This is an optimization exercise on Yosys and OpenROAD, whose aim is a short achievable clock period and few clock cycles, not a production implementation.
No run shown here included a check of the RTL's function; only the layout flow was run.
Power is estimated from default activity; no workload was simulated.

`flow/design.v`:
```
`timescale 1ns / 1ps
module CpuAlu(
    input  [31:0] A,
    input  [31:0] B,
    input  [31:0] imm,           
    input         oAdd, oSub, oAnd, oOr, oXor, oNor, oSlt, oSltu, oSll, oSr, oSra, oImm,
    output [31:0] res,
    output        lt             
    );
    wire [31:0] sum  = A + B;
    wire [32:0] dif  = {1'b0, A} - {1'b0, B};
    wire        ltu  = dif[32];
    wire        lts  = (A[31] ^ B[31]) ? A[31] : dif[31];
    wire        big  = |B[31:5];
    wire [31:0] shl  = big ? 32'd0 : (A << B[4:0]);
    wire        fill = oSra & A[31];
    wire [63:0] srw  = {{32{fill}}, A} >> B[4:0];
    wire [31:0] shr  = big ? {32{fill}} : srw[31:0];
    assign lt  = oSlt ? lts : ltu;
    assign res = ({32{oAdd}} & sum) | ({32{oSub}} & dif[31:0]) |
                 ({32{oAnd}} & (A & B)) | ({32{oOr}} & (A | B)) |
                 ({32{oXor}} & (A ^ B)) | ({32{oNor}} & ~(A | B)) |
                 {31'd0, (oSlt & lts) | (oSltu & ltu)} |
                 ({32{oSll}} & shl) | ({32{oSr}} & shr) |
                 ({32{oImm}} & imm);
endmodule
`timescale 1ns / 1ps
module CpuRd(
    input  [32*32-1:0] rf,       
    input  [4:0]       r,
    input  [4:0]       rdW0,
    input  [31:0]      resW0,
    input  [4:0]       rdW1,
    input  [31:0]      resW1,
    output [31:0]      v
    );
    assign v = (rdW1 != 5'd0 && rdW1 == r) ? resW1 :
               (rdW0 != 5'd0 && rdW0 == r) ? resW0 : rf[r*32 +: 32];
endmodule
`timescale 1ns / 1ps
module CpuDec(
    input  [31:0] ir,
    output [4:0]  rs,
    output [4:0]  rt,
    output [4:0]  dst,           
    output        usesRs,
    output        usesRt,
    output        isLd,
    output        isSt,
    output        isJr,          
    output        isJ,           
    output        isBeq,
    output        isBne,
    output        isBgez,
    output        isBr,          
    output        isCtl,         
    output        isSh,          
    output        isIalu,
    output        isLui,
    output        oImm,          
    output [31:0] simm,
    output [2:0]  ctl,           
    output [5:0]  fk,            
    output        oAdd, oSub, oAnd, oOr, oXor, oNor, oSlt, oSltu, oSll, oSr, oSra
    );
    wire [5:0] op = ir[31:26];
    wire [5:0] fn = ir[5:0];
    assign rs   = ir[25:21];
    assign rt   = ir[20:16];
    assign simm = {{16{ir[15]}}, ir[15:0]};
    wire isR    = (op == 6'h00);
    assign isJr   = isR && (fn[5:1] == 5'b00100);
    wire   isJalr = isR && (fn == 6'h09);
    assign isSh   = isR && ((fn == 6'h00) || (fn == 6'h02) || (fn == 6'h03));
    wire   isRalu = isR && !isJr;
    assign isIalu = (op == 6'h08) || (op == 6'h0A) || (op == 6'h0B) ||
                    (op == 6'h0C) || (op == 6'h0D) || (op == 6'h0E);
    assign isLui  = (op == 6'h0F);
    assign isLd   = (op[5:3] == 3'b100);
    assign isSt   = (op[5:3] == 3'b101);
    assign isBeq  = (op == 6'h04);
    assign isBne  = (op == 6'h05);
    assign isBgez = (op == 6'h01);
    wire   isJ0   = (op == 6'h02);
    wire   isJal  = (op == 6'h03);
    assign isJ    = isJ0 | isJal;
    assign isBr   = isBeq | isBne | isBgez;
    assign isCtl  = isBr | isJ | isJr;
    assign oImm   = isLui | isJal | isJalr | isBgez;
    assign dst = isRalu ? ir[15:11] :
                 (isIalu | isLui | isLd) ? rt :
                 (isJal | isJalr | isBgez) ? 5'd31 : 5'd0;
    assign usesRs = !(isLui | isJ);
    assign usesRt = (isRalu && !isSh) | isBeq | isBne | isSt | isJr;
    reg [2:0] c;
    always @(*) begin
        case (op[2:0])
            3'b011: c = 3'b000;      
            3'b010: c = 3'b001;      
            3'b001: c = 3'b111;      
            3'b000: c = 3'b110;      
            3'b101: c = 3'b101;      
            3'b100: c = 3'b100;      
            default: c = 3'b000;
        endcase
    end
    assign ctl = c;
    reg a, s, n, o, x, nr, lt, ltu, sl, sr, sra;
    always @(*) begin
        {a, s, n, o, x, nr, lt, ltu, sl, sr, sra} = 11'b0;
        if (isRalu) begin
            case (fn)
                6'h22: s = 1'b1;
                6'h24: n = 1'b1;
                6'h25: o = 1'b1;
                6'h26: x = 1'b1;
                6'h27: nr = 1'b1;
                6'h2A: lt = 1'b1;
                6'h2B: ltu = 1'b1;
                6'h04, 6'h00: sl = 1'b1;
                6'h06, 6'h02: sr = 1'b1;
                6'h07, 6'h03: begin sr = 1'b1; sra = 1'b1; end
                default: a = 1'b1;
            endcase
        end else if (isIalu) begin
            case (op)
                6'h0A: lt = 1'b1;
                6'h0B: ltu = 1'b1;
                6'h0C: n = 1'b1;
                6'h0D: o = 1'b1;
                6'h0E: x = 1'b1;
                default: a = 1'b1;
            endcase
        end
    end
    assign fk = {s | x, a & isIalu, n, isSh, o, lt | ltu};
    assign {oAdd, oSub, oAnd, oOr, oXor, oNor, oSlt, oSltu, oSll, oSr, oSra} =
           {a, s, n, o, x, nr, lt, ltu, sl, sr, sra};
endmodule
`timescale 1ns / 1ps
module MultiCPU(
    input clk,
    input reset,
    input [31:0] Data_in,
    output mem_w,
    output [2:0] RAMCtrl,
    output [31:0] Data_out,
    output [31:0] Addr_out
    );
    localparam LB = 5;               
    localparam NB = 1 << LB;         
    localparam TW = 10 - LB;         
    localparam LIM = 40;             
    integer i;
    reg  [31:0] pcF;
    reg  [10:0] fa;                  
    reg         memE;                
    reg  [31:0] aout;
    reg  [2:0]  ctlE;
    reg         v0, v1;
    reg  [31:0] ir0, ir1, pc0, pc1, pn0, pn1;
    reg  [1:0]  ct0, ct1;
    reg  [4:0]  rdE0, rdE1;
    reg  [31:0] opA0, opB0, imE0, opA1, opB1, imE1;
    reg         fA0w0, fA0w1, fB0w0, fB0w1, fA1w0, fA1w1, fB1w0, fB1w1;
    reg  [11:0] fnE0, fnE1;          
    reg         ldE0, ldE1, stE;
    reg  [31:0] dataE;
    reg         bEq, bNe, bGez, bAlw, bJr, cslot;
    reg  [31:0] tgtE, fallE, pnE;
    reg  [LB:0] pidxE;
    reg  [1:0]  ctrE;
    reg         fusE;
    reg  [5:0]  kE;
    reg  [31:0] kq;
    reg  [4:0]  rdW0, rdW1;
    reg  [31:0] resW0, resW1;
    reg  [32*32-1:0] rf;             
    reg  [NB-1:0]    cv0, cv1;
    reg  [TW*NB-1:0] cg0, cg1;       
    reg  [32*NB-1:0] cd0, cd1;
    reg  [NB-1:0]    ck0, ck1;       
    reg  [2*NB-1:0]  cc0, cc1;       
    reg  [11*NB-1:0] ct0b, ct1b;     
    reg         fv;
    reg  [10:0] fad;
    reg  [31:0] fdat;
    wire [10:0] iF   = pcF[11:1];
    wire [LB-1:0] x1 = iF[LB:1];
    wire [LB-1:0] x0 = iF[LB:1] + iF[0];
    wire [10:0] iF2  = pc2F[11:1];
    wire [31:0] pc2F = pcF + 32'd2;
    wire [31:0] pc4F = pcF + 32'd4;
    wire        rv0 = cv0[x0];
    wire [TW-1:0] rg0 = cg0[x0*TW +: TW];
    wire [31:0] rd0 = cd0[x0*32 +: 32];
    wire        rk0 = ck0[x0];
    wire [1:0]  rc0 = cc0[x0*2 +: 2];
    wire [10:0] rt0 = ct0b[x0*11 +: 11];
    wire        rv1 = cv1[x1];
    wire [TW-1:0] rg1 = cg1[x1*TW +: TW];
    wire [31:0] rd1 = cd1[x1*32 +: 32];
    wire        rk1 = ck1[x1];
    wire [1:0]  rc1 = cc1[x1*2 +: 2];
    wire [10:0] rt1 = ct1b[x1*11 +: 11];
    wire        sw   = iF[0];
    wire        ev0  = sw ? rv1 : rv0;
    wire [TW-1:0] eg0 = sw ? rg1 : rg0;
    wire [31:0] ed0  = sw ? rd1 : rd0;
    wire        ek0  = sw ? rk1 : rk0;
    wire [1:0]  ec0  = sw ? rc1 : rc0;
    wire [10:0] et0  = sw ? rt1 : rt0;
    wire        ev1  = sw ? rv0 : rv1;
    wire [TW-1:0] eg1 = sw ? rg0 : rg1;
    wire [31:0] ed1  = sw ? rd0 : rd1;
    wire        ek1  = sw ? rk0 : rk1;
    wire [1:0]  ec1  = sw ? rc0 : rc1;
    wire [10:0] et1  = sw ? rt0 : rt1;
    wire        hit0 = ev0 && (eg0 == iF[10:LB+1]);
    wire        hit1 = ev1 && (eg1 == iF2[10:LB+1]);
    wire        byp  = !memE && (fa == iF);
    wire        fv0  = hit0 | byp;
    wire [31:0] fi0  = hit0 ? ed0 : Data_in;
    wire        pt0  = hit0 & ek0 & ec0[1];
    wire        fv1  = fv0 & !pt0 & hit1;
    wire        pt1  = ek1 & ec1[1];
    wire [31:0] pnF0 = pt0 ? {pcF[31:12], et0, 1'b0} : pc2F;
    wire [31:0] pnF1 = pt1 ? {pc2F[31:12], et1, 1'b0} : pc4F;
    wire [5:0]  dop   = Data_in[31:26];
    wire        dBr   = (dop == 6'h04) | (dop == 6'h05) | (dop == 6'h01);
    wire        dJ    = (dop == 6'h02) | (dop == 6'h03);
    wire [1:0]  bpCtr = dJ ? 2'b11 : dBr ? (Data_in[15] ? 2'b10 : 2'b01) : 2'b00;
    wire [1:0]  fc0   = hit0 ? ec0 : bpCtr;
    wire        fpres = fa[0] ? (cv1[fa[LB:1]] && (cg1[fa[LB:1]*TW +: TW] == fa[10:LB+1]))
                              : (cv0[fa[LB:1]] && (cg0[fa[LB:1]*TW +: TW] == fa[10:LB+1]));
    wire        fillEn = !memE && !fpres;
    wire [5:0]  fop   = fdat[31:26];
    wire        fBr   = (fop == 6'h04) | (fop == 6'h05) | (fop == 6'h01);
    wire        fJ    = (fop == 6'h02) | (fop == 6'h03);
    wire        fJr   = (fop == 6'h00) && (fdat[5:1] == 5'b00100);
    wire        pdCtl = fBr | fJ | fJr;
    wire [1:0]  pdCtr = fJ ? 2'b11 : fBr ? (fdat[15] ? 2'b10 : 2'b01) : 2'b00;
    wire [10:0] pdTgt = fJ ? fdat[10:0] : (fad + 11'd1 + fdat[10:0]);
    wire [4:0]  rsa, rta, dsa, rsb, rtb, dsb;
    wire        uRsa, uRta, ldA, stA, jrA, jA, beqA, bneA, bgzA, brA, ctA, shA, iaA, luA, imA;
    wire        uRsb, uRtb, ldB, stB, jrB, jB, beqB, bneB, bgzB, brB, ctB, shB, iaB, luB, imB;
    wire [31:0] simA, simB;
    wire [2:0]  mcA, mcB;
    wire [10:0] fnA, fnB;
    wire [5:0]  fkA, fkB;
    CpuDec decA(.ir(ir0), .rs(rsa), .rt(rta), .dst(dsa), .usesRs(uRsa), .usesRt(uRta),
                .isLd(ldA), .isSt(stA), .isJr(jrA), .isJ(jA), .isBeq(beqA), .isBne(bneA),
                .isBgez(bgzA), .isBr(brA), .isCtl(ctA), .isSh(shA), .isIalu(iaA), .isLui(luA),
                .oImm(imA), .simm(simA), .ctl(mcA), .fk(fkA),
                .oAdd(fnA[10]), .oSub(fnA[9]), .oAnd(fnA[8]), .oOr(fnA[7]), .oXor(fnA[6]),
                .oNor(fnA[5]), .oSlt(fnA[4]), .oSltu(fnA[3]), .oSll(fnA[2]), .oSr(fnA[1]),
                .oSra(fnA[0]));
    CpuDec decB(.ir(ir1), .rs(rsb), .rt(rtb), .dst(dsb), .usesRs(uRsb), .usesRt(uRtb),
                .isLd(ldB), .isSt(stB), .isJr(jrB), .isJ(jB), .isBeq(beqB), .isBne(bneB),
                .isBgez(bgzB), .isBr(brB), .isCtl(ctB), .isSh(shB), .isIalu(iaB), .isLui(luB),
                .oImm(imB), .simm(simB), .ctl(mcB), .fk(fkB),
                .oAdd(fnB[10]), .oSub(fnB[9]), .oAnd(fnB[8]), .oOr(fnB[7]), .oXor(fnB[6]),
                .oNor(fnB[5]), .oSlt(fnB[4]), .oSltu(fnB[3]), .oSll(fnB[2]), .oSr(fnB[1]),
                .oSra(fnB[0]));
    wire [31:0] rsVa, rtVa, rsVb, rtVb;
    CpuRd rpa(.rf(rf), .r(rsa), .rdW0(rdW0), .resW0(resW0), .rdW1(rdW1), .resW1(resW1), .v(rsVa));
    CpuRd rpb(.rf(rf), .r(rta), .rdW0(rdW0), .resW0(resW0), .rdW1(rdW1), .resW1(resW1), .v(rtVa));
    CpuRd rpc(.rf(rf), .r(rsb), .rdW0(rdW0), .resW0(resW0), .rdW1(rdW1), .resW1(resW1), .v(rsVb));
    CpuRd rpd(.rf(rf), .r(rtb), .rdW0(rdW0), .resW0(resW0), .rdW1(rdW1), .resW1(resW1), .v(rtVb));
    wire hE0sa = (rdE0 != 5'd0) && (rdE0 == rsa);
    wire hE1sa = (rdE1 != 5'd0) && (rdE1 == rsa);
    wire hE0ta = (rdE0 != 5'd0) && (rdE0 == rta);
    wire hE1ta = (rdE1 != 5'd0) && (rdE1 == rta);
    wire hE0sb = (rdE0 != 5'd0) && (rdE0 == rsb);
    wire hE1sb = (rdE1 != 5'd0) && (rdE1 == rsb);
    wire hE0tb = (rdE0 != 5'd0) && (rdE0 == rtb);
    wire hE1tb = (rdE1 != 5'd0) && (rdE1 == rtb);
    wire agiA = (stA | ldA | jrA) && (hE0sa || hE1sa || (jrA && (hE0ta || hE1ta)));
    wire agiB = (stB | ldB | jrB) && (hE0sb || hE1sb || (jrB && (hE0tb || hE1tb)));
    wire memA = ldA | stA;
    wire memB = ldB | stB;
    wire rawBA = (dsa != 5'd0) && ((uRsb && rsb == dsa) || (uRtb && rtb == dsa));
    wire fuseB = (beqB | bneB) && (dsa != 5'd0) && (|fkA) &&
                 ((rsb == dsa && rtb == 5'd0) || (rtb == dsa && rsb == 5'd0));
    wire iss0 = v0 && !agiA;
    wire iss1 = iss0 && v1 && !agiB && (!rawBA || fuseB) && !(memA && memB) && !(ctA && ctB) && !(ctA && stB);
    wire [31:0] aguA  = rsVa + (jrA ? rtVa : simA);
    wire [31:0] aguB  = rsVb + (jrB ? rtVb : simB);
    wire [31:0] pc2a  = pc0 + 32'd2;
    wire [31:0] pc2b  = pc1 + 32'd2;
    wire [31:0] btgA  = {pc0[31:1], 1'b1} + {simA[30:0], 1'b1};
    wire [31:0] btgB  = {pc1[31:1], 1'b1} + {simB[30:0], 1'b1};
    wire [31:0] tgtA  = jA ? {pc2a[31:27], ir0[25:0], 1'b0} : brA ? btgA : aguA;
    wire [31:0] tgtB  = jB ? {pc2b[31:27], ir1[25:0], 1'b0} : brB ? btgB : aguB;
    wire [31:0] A0 = fA0w1 ? resW1 : fA0w0 ? resW0 : opA0;
    wire [31:0] B0 = fB0w1 ? resW1 : fB0w0 ? resW0 : opB0;
    wire [31:0] A1 = fA1w1 ? resW1 : fA1w0 ? resW0 : opA1;
    wire [31:0] B1 = fB1w1 ? resW1 : fB1w0 ? resW0 : opB1;
    wire [31:0] alu0, alu1;
    wire        lt0, lt1;
    CpuAlu alA(.A(A0), .B(B0), .imm(imE0),
               .oAdd(fnE0[11]), .oSub(fnE0[10]), .oAnd(fnE0[9]), .oOr(fnE0[8]), .oXor(fnE0[7]),
               .oNor(fnE0[6]), .oSlt(fnE0[5]), .oSltu(fnE0[4]), .oSll(fnE0[3]), .oSr(fnE0[2]),
               .oSra(fnE0[1]), .oImm(fnE0[0]), .res(alu0), .lt(lt0));
    CpuAlu alB(.A(A1), .B(B1), .imm(imE1),
               .oAdd(fnE1[11]), .oSub(fnE1[10]), .oAnd(fnE1[9]), .oOr(fnE1[8]), .oXor(fnE1[7]),
               .oNor(fnE1[6]), .oSlt(fnE1[5]), .oSltu(fnE1[4]), .oSll(fnE1[3]), .oSr(fnE1[2]),
               .oSra(fnE1[1]), .oImm(fnE1[0]), .res(alu1), .lt(lt1));
    wire [31:0] resE0 = ldE0 ? Data_in : alu0;
    wire [31:0] resE1 = ldE1 ? Data_in : alu1;
    wire        condF = (kE[5] & (A0 == B0)) | (kE[4] & (A0 == kq)) |
                        (kE[3] & ((A0 & B0) == 32'd0)) | (kE[2] & ((A0 & kq) == 32'd0)) |
                        (kE[1] & ((A0 | B0) == 32'd0)) | (kE[0] & ~lt0);
    wire        eqC   = fusE ? condF : cslot ? (A1 == B1) : (A0 == B0);
    wire        sgC   = cslot ? A1[31] : A0[31];
    wire        taken = bAlw | (bEq & eqC) | (bNe & ~eqC) | (bGez & ~sgC);
    wire        vC    = bEq | bNe | bGez | bAlw;
    wire        eqT   = (tgtE == pnE);
    wire        eqF   = (fallE == pnE);
    wire        misp  = vC & (taken ? ~eqT : ~eqF);
    wire [31:0] redir = taken ? tgtE : fallE;
    wire        kill1 = misp & ~cslot;
    reg         updEn, updJr;
    reg  [1:0]  updCtr;
    reg  [LB:0] updIdx;
    reg  [10:0] updTgt;
    wire keep2  = v0 && !iss0 && v1;         
    wire keepS0 = v0 && !iss0 && !v1;        
    wire shift1 = iss0 && !iss1 && v1;       
    wire r1     = keepS0 | shift1;
    wire r0     = !keep2 && !r1;
    wire take2  = r0 && fv1;                 
    wire take1  = (r0 || r1) && fv0;         
    wire [10:0] fan = (!hit0 && !byp) ? iF :
                      (!memE && ((fa - iF) < LIM)) ? fa + 11'd1 : fa;
    wire        selMem = (iss0 && memA) || (iss1 && memB);
    wire        mA     = memA;               
    wire        selCtl = (iss0 && ctA) || (iss1 && ctB);
    wire        cA     = iss0 && ctA;        
    wire        go0    = iss0 && !misp;
    wire        go1    = iss1 && !misp;
    wire        goC    = selCtl && !misp;
    wire [4:0]  sdR    = mA ? rta : rtb;
    wire [31:0] sdV    = mA ? rtVa : rtVb;
    always @(posedge clk or posedge reset) begin
        if (reset) begin
            pcF  <= 32'd0;
            fa   <= 11'd0;
            fv   <= 1'b0;
            memE <= 1'b0;
            aout <= 32'd0;
            ctlE <= 3'b000;
            v0   <= 1'b0;
            v1   <= 1'b0;
            rdE0 <= 5'd0;
            rdE1 <= 5'd0;
            ldE0 <= 1'b0;
            ldE1 <= 1'b0;
            stE  <= 1'b0;
            bEq <= 1'b0; bNe <= 1'b0; bGez <= 1'b0; bAlw <= 1'b0; bJr <= 1'b0;
            updEn <= 1'b0;
            rdW0 <= 5'd0;
            rdW1 <= 5'd0;
            cv0  <= {NB{1'b0}};
            cv1  <= {NB{1'b0}};
            rf   <= {32*32{1'b0}};
        end else begin
            if (misp) begin
                pcF <= redir;
                v0  <= 1'b0;
                v1  <= 1'b0;
            end else begin
                if (take2) pcF <= pnF1;
                else if (take1) pcF <= pnF0;
                v0 <= keep2 | r1 | fv0;
                v1 <= keep2 | (r1 ? fv0 : fv1);
            end
            fa   <= fan;
            memE <= selMem;
            aout <= selMem ? (mA ? aguA : aguB) : {20'd0, fan, 1'b0};
            ctlE <= selMem ? (mA ? mcA : mcB) : 3'b000;
            fv   <= fillEn;
            if (fv) begin
                if (fad[0]) cv1[fad[LB:1]] <= 1'b1;
                else        cv0[fad[LB:1]] <= 1'b1;
            end
            rdE0 <= go0 ? dsa : 5'd0;
            rdE1 <= go1 ? dsb : 5'd0;
            ldE0 <= go0 & ldA;
            ldE1 <= go1 & ldB;
            stE  <= (go0 & stA) | (go1 & stB);
            bEq  <= goC & (cA ? beqA : beqB);
            bNe  <= goC & (cA ? bneA : bneB);
            bGez <= goC & (cA ? bgzA : bgzB);
            bAlw <= goC & (cA ? (jA | jrA) : (jB | jrB));
            bJr  <= goC & (cA ? jrA : jrB);
            updEn <= bEq | bNe | bGez | bJr;
            rdW0 <= rdE0;
            rdW1 <= kill1 ? 5'd0 : rdE1;
            for (i = 1; i < 32; i = i + 1) begin
                if (rdW1 == i)      rf[i*32 +: 32] <= resW1;
                else if (rdW0 == i) rf[i*32 +: 32] <= resW0;
            end
        end
    end
    always @(posedge clk) begin
        if (r0) begin
            ir0 <= fi0;  pc0 <= pcF;  pn0 <= pnF0; ct0 <= fc0;
            ir1 <= ed1;  pc1 <= pc2F; pn1 <= pnF1; ct1 <= ec1;
        end else if (r1) begin
            if (shift1) begin
                ir0 <= ir1; pc0 <= pc1; pn0 <= pn1; ct0 <= ct1;
            end
            ir1 <= fi0;  pc1 <= pcF;  pn1 <= pnF0; ct1 <= fc0;
        end
        opA0 <= rsVa;
        opB0 <= shA ? {27'd0, ir0[10:6]} : iaA ? simA : rtVa;
        imE0 <= luA ? {ir0[15:0], 16'd0} : pc2a;
        fA0w1 <= hE1sa;
        fA0w0 <= hE0sa && !hE1sa;
        fB0w1 <= hE1ta && !(shA | iaA);
        fB0w0 <= hE0ta && !hE1ta && !(shA | iaA);
        fnE0 <= {fnA, imA};
        opA1 <= rsVb;
        opB1 <= shB ? {27'd0, ir1[10:6]} : iaB ? simB : rtVb;
        imE1 <= luB ? {ir1[15:0], 16'd0} : pc2b;
        fA1w1 <= hE1sb;
        fA1w0 <= hE0sb && !hE1sb;
        fB1w1 <= hE1tb && !(shB | iaB);
        fB1w0 <= hE0tb && !hE1tb && !(shB | iaB);
        fnE1 <= {fnB, imB};
        dataE <= (rdE1 != 5'd0 && rdE1 == sdR) ? resE1 :
                 (rdE0 != 5'd0 && rdE0 == sdR) ? resE0 : sdV;
        cslot <= !cA;
        fusE  <= !cA && fuseB;
        kE    <= fkA;
        kq    <= fkA[4] ? (32'd0 - simA) : fnA[2] ? (32'hFFFFFFFF >> ir0[10:6]) : (32'hFFFFFFFF << ir0[10:6]);
        tgtE  <= cA ? tgtA : tgtB;
        fallE <= cA ? pc2a : pc2b;
        pnE   <= cA ? pn0 : pn1;
        pidxE <= cA ? pc0[LB+1:1] : pc1[LB+1:1];
        ctrE  <= cA ? ct0 : ct1;
        resW0 <= resE0;
        resW1 <= resE1;
        updJr  <= bJr;
        updCtr <= bJr ? 2'b11 :
                  taken ? ((ctrE == 2'b11) ? 2'b11 : ctrE + 2'd1) :
                          ((ctrE == 2'b00) ? 2'b00 : ctrE - 2'd1);
        updIdx <= pidxE;
        updTgt <= tgtE[11:1];
        fad  <= fa;
        fdat <= Data_in;
        for (i = 0; i < NB; i = i + 1) begin
            if (fv && fad[0] == 1'b0 && fad[LB:1] == i) begin
                cd0[i*32 +: 32] <= fdat;
                cg0[i*TW +: TW] <= fad[10:LB+1];
                ck0[i]          <= pdCtl;
                cc0[i*2 +: 2]   <= pdCtr;
                ct0b[i*11 +: 11] <= pdTgt;
            end else if (updEn && updIdx[0] == 1'b0 && updIdx[LB:1] == i) begin
                cc0[i*2 +: 2]   <= updCtr;
                if (updJr) ct0b[i*11 +: 11] <= updTgt;
            end
            if (fv && fad[0] == 1'b1 && fad[LB:1] == i) begin
                cd1[i*32 +: 32] <= fdat;
                cg1[i*TW +: TW] <= fad[10:LB+1];
                ck1[i]          <= pdCtl;
                cc1[i*2 +: 2]   <= pdCtr;
                ct1b[i*11 +: 11] <= pdTgt;
            end else if (updEn && updIdx[0] == 1'b1 && updIdx[LB:1] == i) begin
                cc1[i*2 +: 2]   <= updCtr;
                if (updJr) ct1b[i*11 +: 11] <= updTgt;
            end
        end
    end
    assign Addr_out = aout;
    assign RAMCtrl  = ctlE;
    assign mem_w    = stE;
    assign Data_out = dataE;
endmodule
```
`flow/flow/run.sh`:
```
#!/bin/bash
set -euo pipefail
cd "$(dirname "$0")/.."
MARGIN=$(cat flow/setup_margin.txt)
bash standard.sh SETUP_SLACK_MARGIN=$MARGIN finish > flow_make.log 2>&1
```
`flow/flow/setup_margin.txt`:
```
8.5
```
`flow/standard.sh`:
```
#!/bin/bash
# synth_recipe.tcl (not shown) runs the flow's synth.tcl, then flattens the netlist and writes it again
# the make line also repeats each setting of config.mk as NAME=value (left out here)
make -C /OpenROAD-flow-scripts/flow DESIGN_CONFIG=/design/flow/config.mk WORK_HOME=/design/flow/orfs CLKGATE_MAP_FILE= SYNTH_SCRIPT=/design/flow/synth_recipe.tcl "${@:-finish}"
```
`flow/config.mk`:
```
export PLATFORM = sky130hd
export DESIGN_NAME = MultiCPU
export DESIGN_NICKNAME = MultiCPU
export VERILOG_FILES = /design/flow/design.v
export SDC_FILE = /design/flow/constraint.sdc
export NUM_CORES = 8
export LEC_CHECK = 0
export CAP_MARGIN = 30
export CORE_MARGIN = 2
export CORE_UTILIZATION = 40
export SLEW_MARGIN = 30
```
`flow/constraint.sdc`:
```
create_clock -name core_clock -period 13.0 [get_ports {clk}]
set_input_delay 2.6000 -clock core_clock [delete_from_list [all_inputs] [get_ports {clk}]]
set_output_delay 2.6000 -clock core_clock [all_outputs]
set_load 0.01 [all_outputs]
```
==> reports/qor.yml, run 1 <==
outcome:
  outcome: "complete, no violations"
place:
  dpl_cell_area_um2: 298000
  hpwl_mm: 802
  io_buffers: 101
  dp_cells: 31800
  routabilityCongestion: 1.07
floorplanning:
  initial_utilization: 0.401
  die_y_um: 848
  rows: 310
  dieArea_um2: 720000
  core_um2: 712000
  chipWidth_um: 848
  ios: 102
global_route:
  grt_pass1_wl_mm: 1740
  grt-ovfl-total: 0
  antenna_found_initial: 133
  track_usage: 0.347
  grt_max_degree: 134
  grt_pass1_vias: 209000
logic_synthesis:
  syn_inst: 23500
  synth_area_um2: 285000
  yosysUniqueCellTypes: 112
  synthArstFlopShare: 0.226
  synth_seq_cells: 5174
  ys.flop_type: "edfxtp_1"
  yosysWarningCount: 2
  ys_seq_area_frac: 0.505
  syn_nets: 23900
  yosysTopAreaCell: "edfxtp_1"
  ys_top_cells_by_area: "edfxtp_1 (36%), mux4_2 (17%), dfrtp_1 (10%)"
  syn_area_per_cell_um2: 12.1
  synth_enable_flop_cells: 3460
  netlist.area_leader.share: 0.364
sta:
  slew_viol_final: 0
  finClkSkew_ps: 229
  hold_viol: 0
  period_share: 0.471
  setup_violations: 0
  worstMarginPinSlew_ps: 1320
  setup_tns_ps: 0
  fmax_mhz: 163
  fin_crit_ps: 6130
  slew_headroom: 0.117
  rsz0062_at_grt: "true"
  holdWs_ps: 331
cells_and_area:
  layout-drive-gt1-share: 0.279
  final_common_cell: "edfxtp_1"
  final_net_count: 24300
  most-common-layout-cells: "edfxtp_1 (3460), nand2_1 (2968), mux4_2 (2192), o21ai_0 (2058), mux2i_1 (1504)"
  utilization: 0.480
  stdcell_count: 33900
  final_area_um2: 342000
  syn_to_final_growth_pct: 19.9
run:
  max_cap_viol_count: 0
route:
  final_antenna_net_count: 0
  drc: 0
  drt-vias-per-instance: 6.62
  num_vias: 224000
  dr.pass1.iters: 9
  wl_per_cell_um: 38.4
  routed_wl_mm: 1300
  drt_iter0_drc: 36400
setup_path:
  endpoint_kind: "flop"
  path_max_fanout: 7
  crit_arrival_ps: 7240
  crit_slowest_cell: "dfxtp_4"
  critPathLaunchType: "flop"
  path_class: "flop to flop"
  cp_common_cell: "a21oi_2"
  critPathMaxStageDelay_ps: 370
  required_ps: 14110
clock_network:
  clk_path_buf_depth: 4
  insertion_delay_ps: 1230
  htree_levels: 6
  cts_hold_buf: 0
  clk_pin_slew_ps: 60
  tritoncts: "done"
  clkSinkCount: 5174
  cts_buffers: 586
  root_buffer: "clkbuf_16"
power:
  p_per_area_nw_per_um2: 240
  peakVddDrop_mv: 0.230
  p_leak_nw: 129
hold_path:
  hp-class: "flop to flop"
worst max-delay path: cells and delay by family (launching register included):
family                   cells  cell delay, ps
AND/OR/NAND/NOR              4             540
multiplexers                 3             870
AO/OA/AOI/OAI               14            2580
flip-flops                   1             370
buffers and inverters        8            1300
adder cells (fa/ha/maj)      2             390
logic make-up after synthesis:
kind of cell               after synthesis  share of synthesized area
buffers and inverters                 2609                     0.0356
muxes                                 4076                      0.240
DFF                                   5174                      0.505
and+or+nand+nor                       5716                     0.0836
xor gates and xnor gates               497                     0.0153
AOI/OAI and AO/OA                     5022                      0.103
adders and majority gates              397                     0.0177
Yosys cell counts (38+ instances only):
master,instances
ha_1,385
o21a_1,102
a22oi_1,64
xnor2_1,327
edfxtp_1,3460
a21oi_1,1306
nand3_1,268
dfrtp_1,1167
nand2_1,3092
mux2i_1,1655
a221oi_1,54
buf_2,112
inv_1,398
o21bai_1,66
nor4_1,63
nand2b_1,69
mux2_2,228
o31ai_1,46
or3_1,40
a211oi_1,83
buf_1,345
xor2_1,169
a21o_1,171
clkbuf_1,1688
nor3_1,138
and2_1,58
buf_4,38
o21ai_0,2314
nand4_1,101
dfxtp_1,547
nor2_1,1564
mux4_2,2192
a311oi_1,58
and3_1,115
a31oi_1,87
nor2b_1,67
a22o_1,104
o211ai_1,190
o22ai_1,62
registers in the layout, summed over array words and instances (netlist names), 64 cells and up, named ones only:
signal / cells
rf: 992
cg0: 160
cd0: 1024
cd1: 1024
cc1: 64
ct1b: 352
cc0: 64
ct0b: 352
cg1: 160
per-layer routing:
layer  vias up  part of all wire  track usage
met2     17000              0.42        0.495
li1      89600                 -            -
met1    114000              0.36        0.445
met4        66             0.086        0.234
met5         -           0.00049      0.00126
met3      4215              0.13        0.121
area by class of cell:
cell class / count / area, um^2
clock buffers: 773 / 16100
fillers: 62200 / 370000
inverters: 416 / 1680
clock inverters: 279 / 2860
well taps: 9516 / 11900
repair inverters: 1 / 8.76
multi-input cells: 15700 / 141000
flip-flops and latches: 5174 / 144000
diodes: 89 / 223
repair buffers: 1968 / 23600
path summary, 6_finish.rpt:
check | startpoint | endpoint | slack (ps) | cells past startpoint
max | fA0w0 | pcF[2] | 6870 | 31
min | pidxE[1] | updIdx[1] | 330 | 0
max reg2reg | fA0w0 | pcF[2] | 6870 | 31
min reg2reg | pidxE[1] | updIdx[1] | 330 | 0
max in group asynchronous | reset | rf[771] | 8700 | 4
min in group asynchronous | reset | rf[98] | 1980 | 2
what timing repair did:
item,4_1_cts,5_1_grt
setup endpoints to repair,945,648
gates cloned,131,35
setup buffers,533,310
gates resized for setup,1911,1004
pin swaps,277,501
through the flow:
stage	power [mW]	setup WS, ps
2_1_floorplan	42.4	-5710
3_3_place_gp	56.0	3880
3_5_place_dp	56.3	4020
4_1_cts	78.7	7040
5_1_grt	84.0	6790
6_report	82.2	6870
power breakdown:
part	switching [mW]	total, mW	internal [mW]
Clock	7.23	16.8	9.55
Sequential	1.48	21.4	19.9
Combinational	27.2	44.0	16.9
==> inputs of run 2 (changes only) <==
--- a/flow/design.v
+++ b/flow/design.v
@@ -1,4 +1,36 @@
 `timescale 1ns / 1ps
+module CpuAdd #(parameter W = 32) (
+    input  [W-1:0] a,
+    input  [W-1:0] b,
+    input          cin,
+    output [W-1:0] s,
+    output         cout
+    );
+    localparam L = $clog2(W);
+    wire [W-1:0] p0 = a ^ b;
+    wire [W-1:0] g0 = a & b;
+    wire [(L+1)*W-1:0] G, P;
+    assign G[W-1:0] = {g0[W-1:1], g0[0] | (p0[0] & cin)};
+    assign P[W-1:0] = p0;
+    genvar k, i;
+    generate
+        for (k = 0; k < L; k = k + 1) begin : lvl
+            for (i = 0; i < W; i = i + 1) begin : bt
+                if (i >= (1 << k)) begin : comb
+                    assign G[(k+1)*W + i] = G[k*W + i] | (P[k*W + i] & G[k*W + i - (1 << k)]);
+                    assign P[(k+1)*W + i] = P[k*W + i] & P[k*W + i - (1 << k)];
+                end else begin : ps
+                    assign G[(k+1)*W + i] = G[k*W + i];
+                    assign P[(k+1)*W + i] = P[k*W + i];
+                end
+            end
+        end
+    endgenerate
+    wire [W-1:0] c = {G[L*W +: W-1], cin};      
+    assign s    = p0 ^ c;
+    assign cout = G[L*W + W-1];
+endmodule
+`timescale 1ns / 1ps
 module CpuAlu(
     input  [31:0] A,
     input  [31:0] B,
@@ -7,9 +39,11 @@
     output [31:0] res,
     output        lt             
     );
-    wire [31:0] sum  = A + B;
-    wire [32:0] dif  = {1'b0, A} - {1'b0, B};
-    wire        ltu  = dif[32];
+    wire [31:0] sum, dif;
+    wire        cs, cd;
+    CpuAdd #(32) addS(.a(A), .b(B),  .cin(1'b0), .s(sum), .cout(cs));
+    CpuAdd #(32) addD(.a(A), .b(~B), .cin(1'b1), .s(dif), .cout(cd));
+    wire        ltu  = ~cd;
     wire        lts  = (A[31] ^ B[31]) ? A[31] : dif[31];
     wire        big  = |B[31:5];
     wire [31:0] shl  = big ? 32'd0 : (A << B[4:0]);
@@ -17,7 +51,7 @@
     wire [63:0] srw  = {{32{fill}}, A} >> B[4:0];
     wire [31:0] shr  = big ? {32{fill}} : srw[31:0];
     assign lt  = oSlt ? lts : ltu;
-    assign res = ({32{oAdd}} & sum) | ({32{oSub}} & dif[31:0]) |
+    assign res = ({32{oAdd}} & sum) | ({32{oSub}} & dif) |
                  ({32{oAnd}} & (A & B)) | ({32{oOr}} & (A | B)) |
                  ({32{oXor}} & (A ^ B)) | ({32{oNor}} & ~(A | B)) |
                  {31'd0, (oSlt & lts) | (oSltu & ltu)} |
@@ -189,8 +223,10 @@
     wire [LB-1:0] x1 = iF[LB:1];
     wire [LB-1:0] x0 = iF[LB:1] + iF[0];
     wire [10:0] iF2  = pc2F[11:1];
-    wire [31:0] pc2F = pcF + 32'd2;
-    wire [31:0] pc4F = pcF + 32'd4;
+    wire [31:0] pc2F, pc4F;
+    wire        cF2, cF4;
+    CpuAdd #(32) incF2(.a(pcF), .b(32'd2), .cin(1'b0), .s(pc2F), .cout(cF2));
+    CpuAdd #(32) incF4(.a(pcF), .b(32'd4), .cin(1'b0), .s(pc4F), .cout(cF4));
     wire        rv0 = cv0[x0];
     wire [TW-1:0] rg0 = cg0[x0*TW +: TW];
     wire [31:0] rd0 = cd0[x0*32 +: 32];
@@ -284,12 +320,14 @@
                  ((rsb == dsa && rtb == 5'd0) || (rtb == dsa && rsb == 5'd0));
     wire iss0 = v0 && !agiA;
     wire iss1 = iss0 && v1 && !agiB && (!rawBA || fuseB) && !(memA && memB) && !(ctA && ctB) && !(ctA && stB);
-    wire [31:0] aguA  = rsVa + (jrA ? rtVa : simA);
-    wire [31:0] aguB  = rsVb + (jrB ? rtVb : simB);
-    wire [31:0] pc2a  = pc0 + 32'd2;
-    wire [31:0] pc2b  = pc1 + 32'd2;
-    wire [31:0] btgA  = {pc0[31:1], 1'b1} + {simA[30:0], 1'b1};
-    wire [31:0] btgB  = {pc1[31:1], 1'b1} + {simB[30:0], 1'b1};
+    wire [31:0] aguA, aguB, pc2a, pc2b, btgA, btgB;
+    wire        c1, c2, c3, c4, c5, c6;
+    CpuAdd #(32) agA(.a(rsVa), .b(jrA ? rtVa : simA), .cin(1'b0), .s(aguA), .cout(c1));
+    CpuAdd #(32) agB(.a(rsVb), .b(jrB ? rtVb : simB), .cin(1'b0), .s(aguB), .cout(c2));
+    CpuAdd #(32) inA(.a(pc0), .b(32'd2), .cin(1'b0), .s(pc2a), .cout(c3));
+    CpuAdd #(32) inB(.a(pc1), .b(32'd2), .cin(1'b0), .s(pc2b), .cout(c4));
+    CpuAdd #(32) btA(.a({pc0[31:1], 1'b1}), .b({simA[30:0], 1'b1}), .cin(1'b0), .s(btgA), .cout(c5));
+    CpuAdd #(32) btB(.a({pc1[31:1], 1'b1}), .b({simB[30:0], 1'b1}), .cin(1'b0), .s(btgB), .cout(c6));
     wire [31:0] tgtA  = jA ? {pc2a[31:27], ir0[25:0], 1'b0} : brA ? btgA : aguA;
     wire [31:0] tgtB  = jB ? {pc2b[31:27], ir1[25:0], 1'b0} : brB ? btgB : aguB;
     wire [31:0] A0 = fA0w1 ? resW1 : fA0w0 ? resW0 : opA0;
--- a/flow/config.mk
+++ b/flow/config.mk
@@ -7,5 +7,6 @@
 export LEC_CHECK = 0
 export CAP_MARGIN = 30
 export CORE_MARGIN = 2
-export CORE_UTILIZATION = 40
+export CORE_UTILIZATION = 55
+export PLACE_DENSITY = 0.65
 export SLEW_MARGIN = 30
==> run 2 against run 1 <==
Still clean. Final cell count down 9.6%. Core utilization up 17 points. Die area down 27%. Count of clock-buffer cells in the layout down 20. Worst setup slack worse by 450 ps. Total power down 4.8%. Sequential share of layout area up 0.69 points. Largest power group unchanged.
==> reports/qor.yml, run 2 <==
outcome:
  outcome: "complete, no violations"  # unchanged
setup_path:
  required_ps: 14040  # was 14110 ps
  endpoint_kind: "flop"  # unchanged
  critPathLaunchType: "flop"  # unchanged
  crit_slowest_cell: "o31ai_4"  # was dfxtp_4
  crit_buf_inv: 11  # was 8
  reg2reg_depth: 33  # was 31
  path_max_fanout: 7  # unchanged
  crit_arrival_ps: 7620  # was 7240 ps
  critPathMaxStageDelay_ps: 470  # was 370 ps
  path_class: "flop to flop"  # unchanged
  worst-path-stages: 33  # was 31
  cpLargestDelayFamily: "compound AO/OA/AOI/OAI gates"  # unchanged
logic_synthesis:
  syn_inst: 22900  # was 23500
  ys_top_cells_by_count: "edfxtp_1 (3460), nand2_1 (2816), mux4_2 (2277), o21ai_0 (2160), mux2i_1 (1695)"  # was edfxtp_1 (3460), nand2_1 (3092), o21ai_0 (2314), mux4_2 (2192), clkbuf_1 (1688)
  yosysWarningCount: 2  # unchanged
  synthArstFlopShare: 0.226  # unchanged
  synth_area_um2: 284000  # was 285000 um^2
  synth_seq_cells: 5174  # unchanged
  syn_nets: 23400  # was 23900
  ys_seq_area_frac: 0.506  # was 0.505
  synth_enable_flop_cells: 3460  # unchanged
  ys.flop_type: "edfxtp_1"  # unchanged
  netlist.area_leader.share: 0.365  # was 0.364
  synth_most_common_cell: "edfxtp_1"  # unchanged
  ys_top_cells_by_area: "edfxtp_1 (37%), mux4_2 (18%), dfrtp_1 (10%)"  # was edfxtp_1 (36%), mux4_2 (17%), dfrtp_1 (10%)
  yosysTopAreaCell: "edfxtp_1"  # unchanged
  syn_area_per_cell_um2: 12.4  # was 12.1 um^2
  yosysUniqueCellTypes: 103  # was 112
global_route:
  grt_pass1_wl_mm: 1790  # was 1740 mm
  track_usage: 0.498  # was 0.347
  grt_pass1_vias: 213000  # was 209000
  grt-ovfl-total: 0  # unchanged
  grt_max_degree: 153  # was 134
  antenna_found_initial: 136  # was 133
clock_network:
  clk_path_buf_depth: 4  # unchanged
  root_buffer: "clkbuf_16"  # unchanged
  clkSinkCount: 5174  # unchanged
  tritoncts: "done"  # unchanged
  clk_pin_slew_ps: 70  # was 60 ps
  insertion_delay_ps: 1170  # was 1230 ps
  htree_levels: 6  # unchanged
  cts_buffers: 565  # was 586
power:
  pwr-share-seq: 0.277  # was 0.260
  p_leak_nw: 130  # was 129 nW
  p_comb_frac: 0.513  # was 0.535
  power.share.clock: 0.210  # was 0.204
  p_per_area_nw_per_um2: 233  # was 240 nW/um^2
  sw_frac_of_total: 0.423  # was 0.436
  p_sw_mw: 33.1  # was 35.9 mW
  total_power_mw: 78.3  # was 82.2 mW
  peakVddDrop_mv: 0.286  # was 0.230 mV
  p_int_mw: 45.1  # was 46.3 mW
route:
  drt_iter0_drc: 38900  # was 36400
  dr.pass1.iters: 11  # was 9
  routed_wl_mm: 1320  # was 1300 mm
  wl_per_cell_um: 43.1  # was 38.4 um
  drt-vias-per-instance: 7.40  # was 6.62
  final_antenna_net_count: 0  # unchanged
  drc: 0  # unchanged
  num_vias: 227000  # was 224000
sta:
  fmax_mhz: 152  # was 163 MHz
  hold_viol: 0  # unchanged
  worstMarginPinSlew_ps: 1220  # was 1320 ps
  slew_headroom: 0.166  # was 0.117
  rsz0062_at_grt: "true"  # unchanged
  holdWs_ps: 330  # was 331 ps
  finClkSkew_ps: 126  # was 229 ps
  period_share: 0.506  # was 0.471
  slew_viol_final: 0  # unchanged
  setup_violations: 0  # unchanged
  fin_crit_ps: 6580  # was 6130 ps
floorplanning:
  initial_utilization: 0.551  # was 0.401
  chipWidth_um: 723  # was 848 um
  rows: 264  # was 310
  ios: 102  # unchanged
  core_um2: 516000  # was 712000 um^2
  die_y_um: 723  # was 848 um
  dieArea_um2: 523000  # was 720000 um^2
cells_and_area:
  final_net_count: 23600  # was 24300
  final_common_cell: "edfxtp_1"  # unchanged
  reg_top3: "cd0 x1024, cd1 x1024, rf x992"  # unchanged
  layout-drive-gt1-share: 0.284  # was 0.279
  final_area_um2: 337000  # was 342000 um^2
  most-common-layout-cells: "edfxtp_1 (3460), nand2_1 (2695), mux4_2 (2277), o21ai_0 (1956), mux2i_1 (1516)"  # was edfxtp_1 (3460), nand2_1 (2968), mux4_2 (2192), o21ai_0 (2058), mux2i_1 (1504)
  syn_to_final_growth_pct: 18.3  # was 19.9%
place:
  routabilityCongestion: 1.06  # was 1.07
  io_buffers: 101  # unchanged
  dpl_cell_area_um2: 294000  # was 298000 um^2
  hpwl_mm: 772  # was 802 mm
hold_path:
  hp-class: "flop to flop"  # unchanged
  whs_path_depth: 0  # unchanged
run:
  max_cap_viol_count: 0  # unchanged
[run 2: cell count changes after synthesis, moves of 36 or more]
cell / change
xor2_1: +43
nand2_1: -276
nand3_1: -63
o211ai_1: -53
nor2_1: -67
mux4_2: +85
o21ai_0: -154
and3_1: -50
mux2i_1: +40
a311oi_1: -47
a21oi_1: -36
[run 2: worst reg2reg max path, delay by kind of cell, from the launching register on]
family,cells,cell delay (ps)
AO/OA/AOI/OAI,12,2480
flip-flops,1,380
adder cells (fa/ha/maj),2,650
buffers and inverters,11,1860
multiplexers,2,330
AND/OR/NAND/NOR,6,880
[run 2: final timing paths]
| path | startpoint | endpoint | slack (ps) |
|---|---|---|---|
| hold reg to reg | pidxE[0] | updIdx[0] | 330 |
| setup reg to reg | fA0w0 | pcF[8] | 6420 |
| setup / recovery | fA0w0 | pcF[8] | 6420 |
| max in group asynchronous | reset | rf[443] | 8840 |
| min in group asynchronous | reset | rf[803] | 1980 |
| hold / removal | pidxE[0] | updIdx[0] | 330 |
[run 2: power groups by stage]
stage                     clock network (mW)  logic [mW]  registers, mW
after detailed placement                   0        30.5           22.0
final                                   16.5        40.2           21.7
after CTS                               16.4        37.4           21.5
after global placement                     0        30.1           21.9
after global routing                    17.1        40.8           21.7
after floorplan                            0        19.7           20.9
[run 2: area by class of cell]
| class | instances | area (um^2) |
|---|---|---|
| inverter | 416 | 1670 |
| multi-input combinational | 15200 | 140000 |
| timing repair buffer | 1831 | 23500 |
| clock buffer | 753 | 15600 |
| sequential | 5174 | 144000 |
| clock inverter | 273 | 3070 |
| antenna | 129 | 323 |
| timing repair inverter | 2 | 13.8 |
| fill | 37800 | 179000 |
| tap | 6916 | 8650 |
[run 2: routing by layer]
metal	track usage	wire [um]
met5	0.0147	2030
met4	0.409	143000
met1	0.603	432000
met3	0.199	196000
met2	0.702	550000
[run 2: repair_timing]
action	CTS	global route
hold buffers	0	0
setup buffers	614	154
gates resized for setup	2043	600
pin swaps	377	271
setup endpoints to repair	853	760
cloned	191	16
[run 2: metrics by stage]
stage	setup slack (ps)	setup TNS [ps]	std cells	utilization
after floorplan	-5710	-6668410	22900	-
after global placement	3650	0	28500	0.568
after detailed placement	3910	0	28600	0.569
after CTS	6720	0	30400	0.643
after global routing	6380	0	30600	0.652
final	6420	0	30700	0.653
[run 2: logic make-up (layout without fill, tap and decap cells)]
| family | after synthesis | after routing | synth area share |
|---|---|---|---|
| multiplexers | 4226 | 4226 | 0.250 |
| adder cells (fa/ha/maj) | 397 | 397 | 0.0177 |
| XOR/XNOR | 513 | 513 | 0.0158 |
| flip-flops | 5174 | 5174 | 0.506 |
| buffers and inverters | 2577 | 3275 | 0.0350 |
| AND/OR/NAND/NOR | 5247 | 5255 | 0.0769 |
| AO/OA/AOI/OAI | 4803 | 4804 | 0.0983 |
| other | 0 | 129 | 0 |

==> re-timing with driven ports <==
The results above use ideal ports. As a check the final layouts listed here were re-extracted and re-timed, cells and wires unchanged. Step 1 (the two cells are an assumption about what drives the block):
set clk [get_ports {clk}]
set_driving_cell -lib_cell sky130_fd_sc_hd__clkbuf_16 $clk
set_driving_cell -lib_cell sky130_fd_sc_hd__buf_2 [delete_from_list [all_inputs] $clk]
Step 2 adds t to the input delays and takes it off the output delays; t is the mean of the earliest and latest rising clock arrival at the registers after step 1. Input paths then give back, and output paths get back, about the clock's delay inside the block. Three values: no drivers, after step 1, after step 2; two values: the first two.
| run | shift t [ns] | slack for setup (ns) | clock arrival spread, ns | worst data-port slew with drivers (ns) |
|---|---|---|---|---|
| run 1 | 1.256 | 6.874 / 6.874 / 6.874 | 0.229 / 0.229 | 0.21 |
| run 2 | 1.252 | 6.421 / 6.421 / 6.421 | 0.126 / 0.126 | 0.04 |
After both steps setup and hold are still met in every run listed.
